This design comes from an exercise in tuning for small area and a short achievable clock period on the open sky130 flow, not from production work. No run shown here included a check of the RTL's function; only the layout flow was run.

## flow/design.v (module list and top-level ports; edited modules follow where they fit)
// module notch_filter_q15: 17326 lines
// module nf_x2: 3 lines
// module nf_ha: 4 lines
// module nf_fa: 4 lines
module notch_filter_q15 (
    input logic clk,
    input logic reset,
    input logic signed [15:0] x_in,
    output logic signed [15:0] y_out,
    input logic signed [15:0] b0,
    input logic signed [15:0] b1,
    input logic signed [15:0] b2,
    input logic signed [15:0] a1,
    input logic signed [15:0] a2
);
  // ...
==> flow/flow/run.sh <==
#!/bin/bash
# The standard layout (standard.sh), with two changes to how it is made:
#  - every input and output port still gets its own buffer, but a plain
#    buf_1 (the resizer upsizes it where timing needs it) instead of the
#    clkdlybuf4s50_1 that buffer_ports picks by default;
#  - timing repair aims at a setup margin of 6 ns.
# Clock period, constraints and the synthesis are the standard flow's own.
export BUFFER_PORTS_ARGS="-buffer_cell sky130_fd_sc_hd__buf_1"
export SETUP_SLACK_MARGIN=6
bash standard.sh > standard.log 2>&1
==> flow/standard.sh <==
#!/bin/bash
# synth_recipe.tcl (not shown) runs the flow's synth.tcl, then flattens the netlist and writes it again
# the make line also repeats each setting of config.mk as NAME=value (left out here)
make -C /OpenROAD-flow-scripts/flow DESIGN_CONFIG=/design/flow/config.mk WORK_HOME=/design/flow/orfs CLKGATE_MAP_FILE= SYNTH_SCRIPT=/design/flow/synth_recipe.tcl "${@:-finish}"
==> flow/config.mk <==
export PLATFORM = sky130hd
export DESIGN_NAME = notch_filter_q15
export DESIGN_NICKNAME = notch_filter_q15
export VERILOG_FILES = /design/flow/design.v
export SDC_FILE = /design/flow/constraint.sdc
export NUM_CORES = 4
export LEC_CHECK = 0
export ABC_AREA = 1
export CAP_MARGIN = 20
export CORE_MARGIN = 2
export CORE_UTILIZATION = 55
export CTS_BUF_LIST = sky130_fd_sc_hd__clkbuf_4 sky130_fd_sc_hd__clkbuf_8
export SLEW_MARGIN = 20
export SYNTH_HIERARCHICAL = 1
export SYNTH_MINIMUM_KEEP_SIZE = 0
==> flow/constraint.sdc <==
create_clock -name core_clock -period 20.5 [get_ports {clk}]
set_input_delay 4.1000 -clock core_clock [delete_from_list [all_inputs] [get_ports {clk}]]
set_output_delay 4.1000 -clock core_clock [all_outputs]
set_load 0.01 [all_outputs]
==> key figures, run 1 <==
Setup path
  – Worst path bufs/invs: 5
  – RR Endpoint: yq[1]
  – CP delay by family, top: adder cells
  – CP Max Fanout: 15
  – R2r setup slk: 9.54 ns

Synth
  – Post-synth EDFFs: 0
  – Synth Area in Adders: 0.447
  – Area fraction in compound gates after synthesis: 0.169
  – Synth Instances: 4984
  – Yosys top cell area share: 0.357

Cells and area
  – Design Area, Final: 0.0474 sq mm
  – Fraction of area in multi-input gates: 0.855
  – Max-area cell class: multi-input gates
  – Leading cell type in the layout, fill and taps excluded: xor2_1
  – Clock buf/inv share: 0.00470

Timing
  – Slew Limit Fails: 0
  – Final Hold Viols: 0
  – Final Worst Setup Slack: 6.30 ns

Placement
  – # port buffers: 113

Die
  – Well Taps: 1060

Min path
  – Hold Path Depth: 0

Status
  – Outcome: complete, no violations

Clock tree
  – Hold Buf Count CTS: 0
==> inputs of run 2 (changes only) <==
--- a/flow/design.v
+++ b/flow/design.v
@@ -8218,80 +8218,16 @@
     wire n7497;
     wire n7498;
     wire n7499;
     wire n7500;
     wire n7501;
     wire n7502;
     wire n7503;
     wire n7504;
-    wire n7505;
-    wire n7506;
-    wire n7507;
-    wire n7508;
-    wire n7509;
-    wire n7510;
-    wire n7511;
-    wire n7512;
-    wire n7513;
-    wire n7514;
-    wire n7515;
-    wire n7516;
-    wire n7517;
-    wire n7518;
-    wire n7520;
-    wire n7521;
-    wire n7522;
-    wire n7523;
-    wire n7524;
-    wire n7525;
-    wire n7526;
-    wire n7527;
-    wire n7528;
-    wire n7529;
-    wire n7530;
-    wire n7531;
-    wire n7532;
-    wire n7533;
-    wire n7535;
-    wire n7536;
-    wire n7537;
-    wire n7538;
-    wire n7539;
-    wire n7540;
-    wire n7541;
-    wire n7542;
-    wire n7543;
-    wire n7544;
-    wire n7545;
-    wire n7546;
-    wire n7547;
-    wire n7548;
-    wire n7549;
-    wire n7550;
-    wire n7551;
-    wire n7552;
-    wire n7553;
-    wire n7554;
-    wire n7556;
-    wire n7557;
-    wire n7558;
-    wire n7559;
-    wire n7560;
-    wire n7561;
-    wire n7562;
-    wire n7563;
-    wire n7564;
-    wire n7565;
-    wire n7566;
-    wire n7568;
-    wire n7569;
-    wire n7570;
-    wire n7571;
-    wire n7572;
     wire n7574;
     wire n7575;
     wire n7576;
     wire n7577;
     wire n7578;
     wire n7579;
     wire n7580;
     wire n7581;
@@ -8359,21 +8295,18 @@
     wire n7643;
     wire n7644;
     wire n7645;
     wire n7646;
     wire n7647;
     wire n7648;
     wire n7649;
     wire n7650;
-    wire n7651;
-    wire n7652;
     wire n7653;
     wire n7654;
-    wire n7655;
     wire hs7656, hc7656;
     wire n7656;
     wire n7657;
     wire fs7658, fc7658;
     wire n7658;
     wire n7659;
     wire fs7660, fc7660;
     wire n7660;
@@ -8571,16 +8504,19 @@
     wire n7813;
     wire n7814;
     wire n7819;
     wire n7820;
     wire n7821;
     wire n7825;
     wire n7826;
     wire n7827;
+    wire n7828;
+    wire n7829;
+    wire n7830;
     wire n7831;
     wire n7832;
     wire n7833;
     wire n7837;
     wire n7838;
     wire n7839;
     wire n7843;
     wire n7844;
@@ -8591,31 +8527,36 @@
     wire n7852;
     wire n7853;
     wire n7854;
     wire n7855;
     wire n7856;
     wire n7857;
     wire n7867;
     wire n7868;
+    wire n7876;
+    wire n7877;
+    wire n7878;
     wire n7879;
     wire n7880;
     wire n7881;
     wire n7891;
     wire n7892;
     wire n7893;
     wire n7897;
     wire n7898;
     wire n7899;
     wire n7900;
     wire n7901;
     wire n7902;
     wire n7903;
     wire n7904;
     wire n7905;
+    wire n7924;
+    wire n7925;
     wire n7927;
     wire n7928;
     wire n7945;
     wire n7946;
     wire n7947;
     wire n7948;
     wire n7949;
     wire n7950;
@@ -8625,30 +8566,33 @@
     wire n7993;
     wire n7994;
     wire n7996;
     wire n7997;
     wire n7999;
     wire n8000;
     wire n8037;
     wire n8038;
-    wire n8039;
-    wire n8040;
+    wire n8041;
     wire n8042;
     wire n8043;
     wire n8044;
     wire n8045;
     wire n8046;
     wire n8047;
     wire n8048;
     wire n8049;
     wire n8050;
     wire n8051;
     wire n8052;
     wire n8053;
+    wire n8054;
+    wire n8055;
+    wire n8056;
+    wire n8057;
     assign n162 = a1[0] ^ a1[1];
     assign n163 = ~a1[0];
     assign n164 = n162 & n163;
     assign n165 = a1[1] ^ a1[2];
     assign n166 = a1[2] ^ a1[3];
     assign n167 = ~n165;
     assign n168 = n166 & n167;
     assign n169 = a1[3] ^ a1[4];
@@ -16849,80 +16793,16 @@
     assign n7497 = n7381 ^ n7473;
     assign n7498 = n7383 ^ n7446;
     assign n7499 = n7385 ^ n7476;
     assign n7500 = n7387 ^ n7455;
     assign n7501 = n7389 ^ n7479;
     assign n7502 = n7391 ^ n7443;
     assign n7503 = n7393 ^ n7482;
     assign n7504 = n7395 ^ n7458;
-    assign n7505 = n3228 & n3230;
-    assign n7506 = n3238 & n4589;
-    assign n7507 = n4590 & n4591;
-    assign n7508 = n4592 & n4593;
-    assign n7509 = n4594 & n4595;
-    assign n7510 = n4596 & n4597;
-    assign n7511 = n4598 & n4599;
-    assign n7512 = n4600 & n4601;
-    assign n7513 = n4602 & n4603;
-    assign n7514 = n4604 & n4605;
-    assign n7515 = n4606 & n4607;
-    assign n7516 = n4608 & n4609;
-    assign n7517 = n4610 & n4611;
-    assign n7518 = n4612 & n4613;
-    assign n7520 = n3238 | n4589;
-    assign n7521 = n4590 | n4591;
-    assign n7522 = n4592 | n4593;
-    assign n7523 = n4594 | n4595;
-    assign n7524 = n4596 | n4597;
-    assign n7525 = n4598 | n4599;
-    assign n7526 = n4600 | n4601;
-    assign n7527 = n4602 | n4603;
-    assign n7528 = n4604 | n4605;
-    assign n7529 = n4606 | n4607;
-    assign n7530 = n4608 | n4609;
-    assign n7531 = n4610 | n4611;
-    assign n7532 = n4612 | n4613;
-    assign n7533 = n3234 & n7505;
-    assign n7535 = n7506 & n7521;
-    assign n7536 = n7507 | n7535;
-    assign n7537 = n7520 & n7521;
-    assign n7538 = n7508 & n7523;
-    assign n7539 = n7509 | n7538;
-    assign n7540 = n7522 & n7523;
-    assign n7541 = n7510 & n7525;
-    assign n7542 = n7511 | n7541;
-    assign n7543 = n7524 & n7525;
-    assign n7544 = n7512 & n7527;
-    assign n7545 = n7513 | n7544;
-    assign n7546 = n7526 & n7527;
-    assign n7547 = n7514 & n7529;
-    assign n7548 = n7515 | n7547;
-    assign n7549 = n7528 & n7529;
-    assign n7550 = n7516 & n7531;
-    assign n7551 = n7517 | n7550;
-    assign n7552 = n7530 & n7531;
-    assign n7553 = n7533 & n7537;
-    assign n7554 = n7536 | n7553;
-    assign n7556 = n7539 & n7543;
-    assign n7557 = n7542 | n7556;
-    assign n7558 = n7540 & n7543;
-    assign n7559 = n7545 & n7549;
-    assign n7560 = n7548 | n7559;
-    assign n7561 = n7546 & n7549;
-    assign n7562 = n7532 & n7551;
-    assign n7563 = n7518 | n7562;
-    assign n7564 = n7532 & n7552;
-    assign n7565 = n7554 & n7558;
-    assign n7566 = n7557 | n7565;
-    assign n7568 = n7560 & n7564;
-    assign n7569 = n7563 | n7568;
-    assign n7570 = n7561 & n7564;
-    assign n7571 = n7566 & n7570;
-    assign n7572 = n7569 | n7571;
     assign n7574 = n4614 & n4615;
     assign n7575 = n4616 & n4617;
     assign n7576 = n4618 & n4619;
     assign n7577 = n4620 & n4621;
     assign n7578 = n4622 & n4623;
     assign n7579 = n4624 & n4625;
     assign n7580 = n4626 & n4627;
     assign n7581 = n4628 & n4629;
@@ -16990,21 +16870,18 @@
     assign n7643 = n7634 | n7642;
     assign n7644 = n7632 & n7635;
     assign n7645 = n7637 & n7641;
     assign n7646 = n7640 | n7645;
     assign n7647 = n7638 & n7641;
     assign n7648 = n7643 & n7647;
     assign n7649 = n7646 | n7648;
     assign n7650 = n7644 & n7647;
-    assign n7651 = n7572 & n7650;
-    assign n7652 = n7649 | n7651;
     assign n7653 = n4646 ^ n4647;
     assign n7654 = ~n7653;
-    assign n7655 = n7652 & n7654;
     nf_ha u7656 (.a(n4614), .b(n7359), .s(hs7656), .co(hc7656));
     assign n7656 = hs7656;
     assign n7657 = hc7656;
     nf_fa u7658 (.a(n7487), .b(n4616), .c(n4617), .s(fs7658), .co(fc7658));
     assign n7658 = fs7658;
     assign n7659 = fc7658;
     nf_fa u7660 (.a(n7488), .b(n4618), .c(n4619), .s(fs7660), .co(fc7660));
     assign n7660 = fs7660;
@@ -17202,16 +17079,19 @@
     assign n7813 = n7760 & n7764;
     assign n7814 = n7763 | n7813;
     assign n7819 = n7766 & n7770;
     assign n7820 = n7769 | n7819;
     assign n7821 = n7767 & n7770;
     assign n7825 = n7772 & n7776;
     assign n7826 = n7775 | n7825;
     assign n7827 = n7773 & n7776;
+    assign n7828 = n7720 & n7778;
+    assign n7829 = n7721 | n7828;
+    assign n7830 = n7720 & n7779;
     assign n7831 = n7778 & n7782;
     assign n7832 = n7781 | n7831;
     assign n7833 = n7779 & n7782;
     assign n7837 = n7784 & n7788;
     assign n7838 = n7787 | n7837;
     assign n7839 = n7785 & n7788;
     assign n7843 = n7790 & n7794;
     assign n7844 = n7793 | n7843;
@@ -17222,31 +17102,36 @@
     assign n7852 = n7752 & n7802;
     assign n7853 = n7753 | n7852;
     assign n7854 = n7752 & n7803;
     assign n7855 = n7802 & n7806;
     assign n7856 = n7805 | n7855;
     assign n7857 = n7803 & n7806;
     assign n7867 = n7814 & n7821;
     assign n7868 = n7820 | n7867;
+    assign n7876 = n7826 & n7830;
+    assign n7877 = n7829 | n7876;
+    assign n7878 = n7827 & n7830;
     assign n7879 = n7826 & n7833;
     assign n7880 = n7832 | n7879;
     assign n7881 = n7827 & n7833;
     assign n7891 = n7838 & n7845;
     assign n7892 = n7844 | n7891;
     assign n7893 = n7839 & n7845;
     assign n7897 = n7803 & n7850;
     assign n7898 = n7802 | n7897;
     assign n7899 = n7803 & n7851;
     assign n7900 = n7850 & n7854;
     assign n7901 = n7853 | n7900;
     assign n7902 = n7851 & n7854;
     assign n7903 = n7850 & n7857;
     assign n7904 = n7856 | n7903;
     assign n7905 = n7851 & n7857;
+    assign n7924 = n7868 & n7878;
+    assign n7925 = n7877 | n7924;
     assign n7927 = n7868 & n7881;
     assign n7928 = n7880 | n7927;
     assign n7945 = n7892 & n7899;
     assign n7946 = n7898 | n7945;
     assign n7947 = n7893 & n7899;
     assign n7948 = n7892 & n7902;
     assign n7949 = n7901 | n7948;
     assign n7950 = n7893 & n7902;
@@ -17256,30 +17141,33 @@
     assign n7993 = n7928 & n7947;
     assign n7994 = n7946 | n7993;
     assign n7996 = n7928 & n7950;
     assign n7997 = n7949 | n7996;
     assign n7999 = n7928 & n7953;
     assign n8000 = n7952 | n7999;
     assign n8037 = n7752 ^ n7994;
     assign n8038 = n7754 ^ n7997;
-    assign n8039 = n7655 ^ n7756;
-    assign n8040 = n8000 ^ n8039;
-    assign n8042 = n7757 ^ n7758;
-    assign n8043 = ~n7756;
-    assign n8044 = n7655 & n8043;
-    assign n8045 = n8042 ^ n8044;
-    assign n8046 = n7756 | n7757;
-    assign n8047 = n7758 ^ n8046;
-    assign n8048 = n7655 & n7756;
-    assign n8049 = n8047 ^ n8048;
-    assign n8050 = n8000 & n8049;
-    assign n8051 = ~n8000;
-    assign n8052 = n8045 & n8051;
-    assign n8053 = n8050 | n8052;
+    assign n8041 = n7650 & n7925;
+    assign n8042 = n7649 | n8041;
+    assign n8043 = n7654 & n8042;
+    assign n8044 = n7756 ^ n8043;
+    assign n8045 = n8000 ^ n8044;
+    assign n8046 = n7757 ^ n7758;
+    assign n8047 = ~n7756;
+    assign n8048 = n8043 & n8047;
+    assign n8049 = n8046 ^ n8048;
+    assign n8050 = n7756 | n7757;
+    assign n8051 = n7758 ^ n8050;
+    assign n8052 = n7756 & n8043;
+    assign n8053 = n8051 ^ n8052;
+    assign n8054 = n8000 & n8053;
+    assign n8055 = ~n8000;
+    assign n8056 = n8049 & n8055;
+    assign n8057 = n8054 | n8056;
     assign w0[0] = n2978;
     assign w0[1] = n3166;
     assign w0[2] = n3167;
     assign w0[3] = n3168;
     assign w0[4] = n3169;
     assign w0[5] = n3170;
     assign w0[6] = n3171;
     assign w0[7] = n3172;
@@ -17304,18 +17192,18 @@
     assign w0[26] = n3191;
     assign w0[27] = n3192;
     assign w0[28] = n3193;
     assign w0[29] = n3194;
     assign w0[30] = n3195;
     assign w0[31] = n3196;
     assign y4[0] = n8037;
     assign y4[1] = n8038;
-    assign y4[2] = n8040;
-    assign y4[3] = n8053;
+    assign y4[2] = n8045;
+    assign y4[3] = n8057;
     always_ff @(posedge clk or posedge reset) begin
         if (reset) begin
             w1 <= 0;
             w2 <= 0;
             yq <= 0;
         end else begin
             w2 <= w1;
             w1 <= w0;
==> run 2 against run 1 <==
Net effect: highest routed layer is now met4; largest cell class unchanged; still clean; critical path type unchanged; critical endpoint unchanged; flip-flop and latch count is the same; routed wire length shrank 2.3%; non-clock buffer count grew 20; core utilization grew 0.25 points.
==> key figures, run 2 <==
Die
  – Die area: 0.0834 sq mm (about the same)
  – Die Ht: 289 um (about the same)
  – Core area: 0.0804 sq mm (unchanged)
  – Initial Util: 0.555 (about the same)
  – Row count: 104 (unchanged)
  – Top-Level Pins: 114 (unchanged)
  – Die W: 289 um (about the same)

Clock tree
  – Worst-Skew Late Latency: 0.40 ns (was 0.39 ns)
  – CTS sink count: 68 (unchanged)
  – H-tree levels: 3 (unchanged)
  – Root Buffer: clkbuf_8 (unchanged)
  – CTS buffer count: 9 (unchanged)
  – Reg clk slew, reported paths: 0.11 ns (was 0.09 ns)
  – Hold Buf Count CTS: 0 (unchanged)
  – CTS Buffer Depth: 2 (unchanged)
  – TritonCTS clock tree: done (unchanged)

Timing
  – Worst-margin pin slew: 1.18 ns (was 1.08 ns)
  – Worst Skew: 0.0354 ns (was 0.0206 ns)
  – RSZ-0062 raised after global routing: false (was true)
  – Setup Viol. Count Final: 0 (unchanged)
  – Fmax: 0.0710 GHz (was 0.0704 GHz)
  – Setup TNS: 0 ns (unchanged)
  – Slew HR: 0.209 (was 0.278)
  – Slew Limit Fails: 0 (unchanged)
  – Final Hold Viols: 0 (unchanged)
  – Final worst path period share: 0.687 (was 0.693)
  – Minimum clock period: 14.09 ns (was 14.20 ns)
  – Final Worst Setup Slack: 6.41 ns (was 6.30 ns)

Flow run
  – Maxcap violations: 0 (unchanged)

GRT
  – Largest net degree at the start of global routing: 69 (unchanged)
  – Vias in the first global route: 38.8k (was 38.6k)
  – GRT Total Usage: 0.358 (was 0.363)
  – Initial antenna violation count: 1 (was 7)
  – Global-route wire length before repair: 230000 um (was 232000 um)
  – Grt ovf: 0 (unchanged)

Drt
  – DR vias/cell: 6.45 (was 6.50)
  – Final wirelength: 149000 um (was 153000 um)
  – DRC viols: 0 (unchanged)
  – ANT nets after route: 0 (unchanged)
  – Routed WL per cell: 25.4 um (was 25.9 um)
  – Via count of the routed design: 38.0k (was 38.3k)
  – First drt pass iteration count: 8 (was 5)
  – Initial DRC Count: 3607 (was 3470)

Synth
  – Synth Instances: 4954 (was 4984)
  – Post-synth top area cell: fa_1 (unchanged)
  – Synth Net Count: 6167 (was 6198)
  – Yosys cell types: 61 (was 58)
  – Yosys top cell area share: 0.357 (about the same)
  – Seq cells post-synth: 68 (unchanged)
  – Multiplexer share of the synthesized area: 0 (unchanged)
  – Fraction of registers with async set/reset: 1.00 (unchanged)
  – Area fraction in compound gates after synthesis: 0.168 (was 0.169)
  – Top-count cell post-synth: xor2_1 (unchanged)
  – Xor/xnor cell area share of the yosys netlist: 0.206 (about the same)
  – Largest cells by area after synthesis: fa_1 (36%), xor2_1 (20%), o22ai_1 (13%) (unchanged)
  – Sequential area share after synthesis: 0.0382 (was 0.0381)
  – Primary FF master, synth: dfrtp_1 (unchanged)
  – Top cells by count, synth: xor2_1 (1013), o22ai_1 (951), fa_1 (796) (was xor2_1 (1010), o22ai_1 (959), fa_1 (796))
  – Post-Synth Simple-Gate Area: 0.0757 (was 0.0754)
  – Synth warnings: 7 (unchanged)
  – Mapped Area: 0.0446 sq mm (about the same)
  – Post-synth EDFFs: 0 (unchanged)
  – Largest family of logic cells by synthesized area: adder cells (unchanged)
  – Synth Area in Adders: 0.447 (about the same)
  – Syn Area/Cell: 9.00 sq um (was 8.95 sq um)

Cells and area
  – Leading cell type in the layout, fill and taps excluded: xor2_1 (unchanged)
  – Most frequent cells in the layout: xor2_1 (1012), o22ai_1 (947), fa_1 (781) (was xor2_1 (1010), o22ai_1 (958), fa_1 (790))
  – FILL cells: 7117 (was 7203)
  – Layout cells sized above 1: 0.0947 (was 0.0805)
  – Syn-to-layout area delta: 6.74% (was 6.28%)
  – Nets: 6033 (was 6044)
  – Regs by FF count: w1 (32), w2 (32), yq (4) (unchanged)
  – Final core utilization: 0.592 (was 0.590)

Setup path
  – Slowest-stage cell, CP: fa_1 (unchanged)
  – Worst Path Arrival: 14.40 ns (was 14.50 ns)
  – Most used cell, CP: fa_1 (was nand2_1)
  – Slowest stage delay, CP: 0.57 ns (was 0.55 ns)
  – CP delay by family, top: adder cells (unchanged)
  – Startpoint types: input port (unchanged)
  – CP required: 20.81 ns (was 20.79 ns)
  – Worst path bufs/invs: 6 (was 5)
  – Crit Path Class: in2reg (unchanged)
  – CP Max Fanout: 8 (was 15)
  – Crit. End Element: flop (unchanged)

Placement
  – Setup Slack @ Placement: 3.95 ns (was 4.46 ns)
  – Post-DP HPWL: 105000 um (was 108000 um)
  – # port buffers: 113 (unchanged)
  – GPL Wtd Cong: 0.923 (was 0.893)

Status
  – Outcome: complete, no violations (unchanged)

Min path
  – Hold Crit Class: reg2reg (unchanged)
==> run 2: cell count changes after synthesis, sizes merged, moves of 3 or more <==
cell and delta:
o221ai -6, buf +15, or2 +4, nand3 +9
nor2 -22, xor2 +3, a21oi +5, nand2 -16
inv +4, nor3 +7, clkbuf -16, o21ai -4
o211ai -8
==> run 2: per-module statistics from Yosys (local to each module, per instance) <==
module	copies in the design	area, sq um
nf_fa	796	20.0
nf_ha	273	12.5
notch_filter_q15	1	25200
==> run 2: final cells by class <==
class	count	area [sq um]	area share
Antenna cell	1	2.50	0.0000526
Clock buffer	10	138	0.00289
Clock inverter	6	95.1	0.00200
Inverter	267	1020	0.0215
Multi-Input combinational cell	4149	40600	0.853
Sequential cell	68	1700	0.0357
Tap cell	1060	1330	0.0279
Timing Repair Buffer	324	2720	0.0572
Timing Repair inverter	1	5.00	0.000105
==> run 2: worst paths after layout <==
| kind | depth (start not counted) | slack (ns) | start | end |
|---|---|---|---|---|
| worst min register to register | 0 | 0.37 | w1[11] | w2[11] |
| max in group asynchronous | 3 | 15.90 | reset | w2[25] |
| worst min-delay path | 0 | 0.37 | w1[11] | w2[11] |
| worst max register to register | 41 | 9.47 | w1[2] | yq[1] |
| worst max-delay path | 45 | 6.41 | a1[5] | yq[1] |
| min in group asynchronous | 3 | 3.92 | reset | yq[3] |
==> run 2: per-stage QoR <==
step                      instances  instance area (sq um)  hold WS [ns]
after floorplan                4954                  44600         0.354
after global routing           5885                  47600         0.390
after CTS                      5824                  46400         0.366
final                          5886                  47600         0.373
after global placement         5793                  45600         0.358
after detailed placement       5793                  45600         0.359
==> run 2: logic make-up after synthesis <==
| family | Yosys count |
|---|---|
| xor+xnor | 1046 |
| simple gates | 784 |
| compound gates | 1202 |
| flops | 68 |
| buf+inv | 739 |
| fa+ha+maj | 1115 |
==> run 2: repair_timing <==
action                                  4_1_cts  5_1_grt
endpoints found under the setup margin        4        4
hold endpoints to repair                      0        0
pin swaps                                     6       31
cloned                                        3       21
gates resized for setup                      92      128
setup buffers                                12       40
==> run 2: worst register-to-register path, delay by kind of cell (launching register included) <==
| family | cells | cell delay, ns |
|---|---|---|
| compound gates | 8 | 1.33 |
| xor+xnor | 2 | 0.37 |
| fa+ha+maj | 15 | 6.29 |
| buf+inv | 5 | 1.50 |
| flops | 1 | 0.58 |
| simple gates | 11 | 0.87 |
==> run 2: metal layers <==
| layer | vias to the layer above | track usage | wire length [um] |
|---|---|---|---|
| met3 | 341 | 0.0630 | 14000 |
| met2 | 2015 | 0.563 | 67800 |
| met1 | 19000 | 0.485 | 59900 |
| met4 | 0 | 0.161 | 7520 |
| li1 | 16600 | - | - |
| met5 | - | 0 | 0 |

-- what the ideal ports hide --
No port has a modelled driver above. Below, the same layouts with a new extraction and two added sets of constraints.
Step 1: set_driving_cell puts a clkbuf_16 on clk and a buf_2 on each other input, an assumption about the parent block.
Step 2 moves the port delays by t, midway between the first and last clock arrival at a register: inputs arrive t later, outputs are due t later. That takes back most of the time a late clock gives input paths.
Three values: ideal ports, drivers, drivers and shift; two values: the first two.
run	t (ns)	slack for setup (ns)	worst slew at a driven data input, ns
run 1	0.425	6.297 / 6.273 / 5.848	0.16
run 2	0.416	6.410 / 6.388 / 5.972	0.16
After both steps every run listed still meets setup and hold. The setup slack of run 1, which loses most, moves by -0.024 ns with the drivers and by -0.449 ns with both steps.
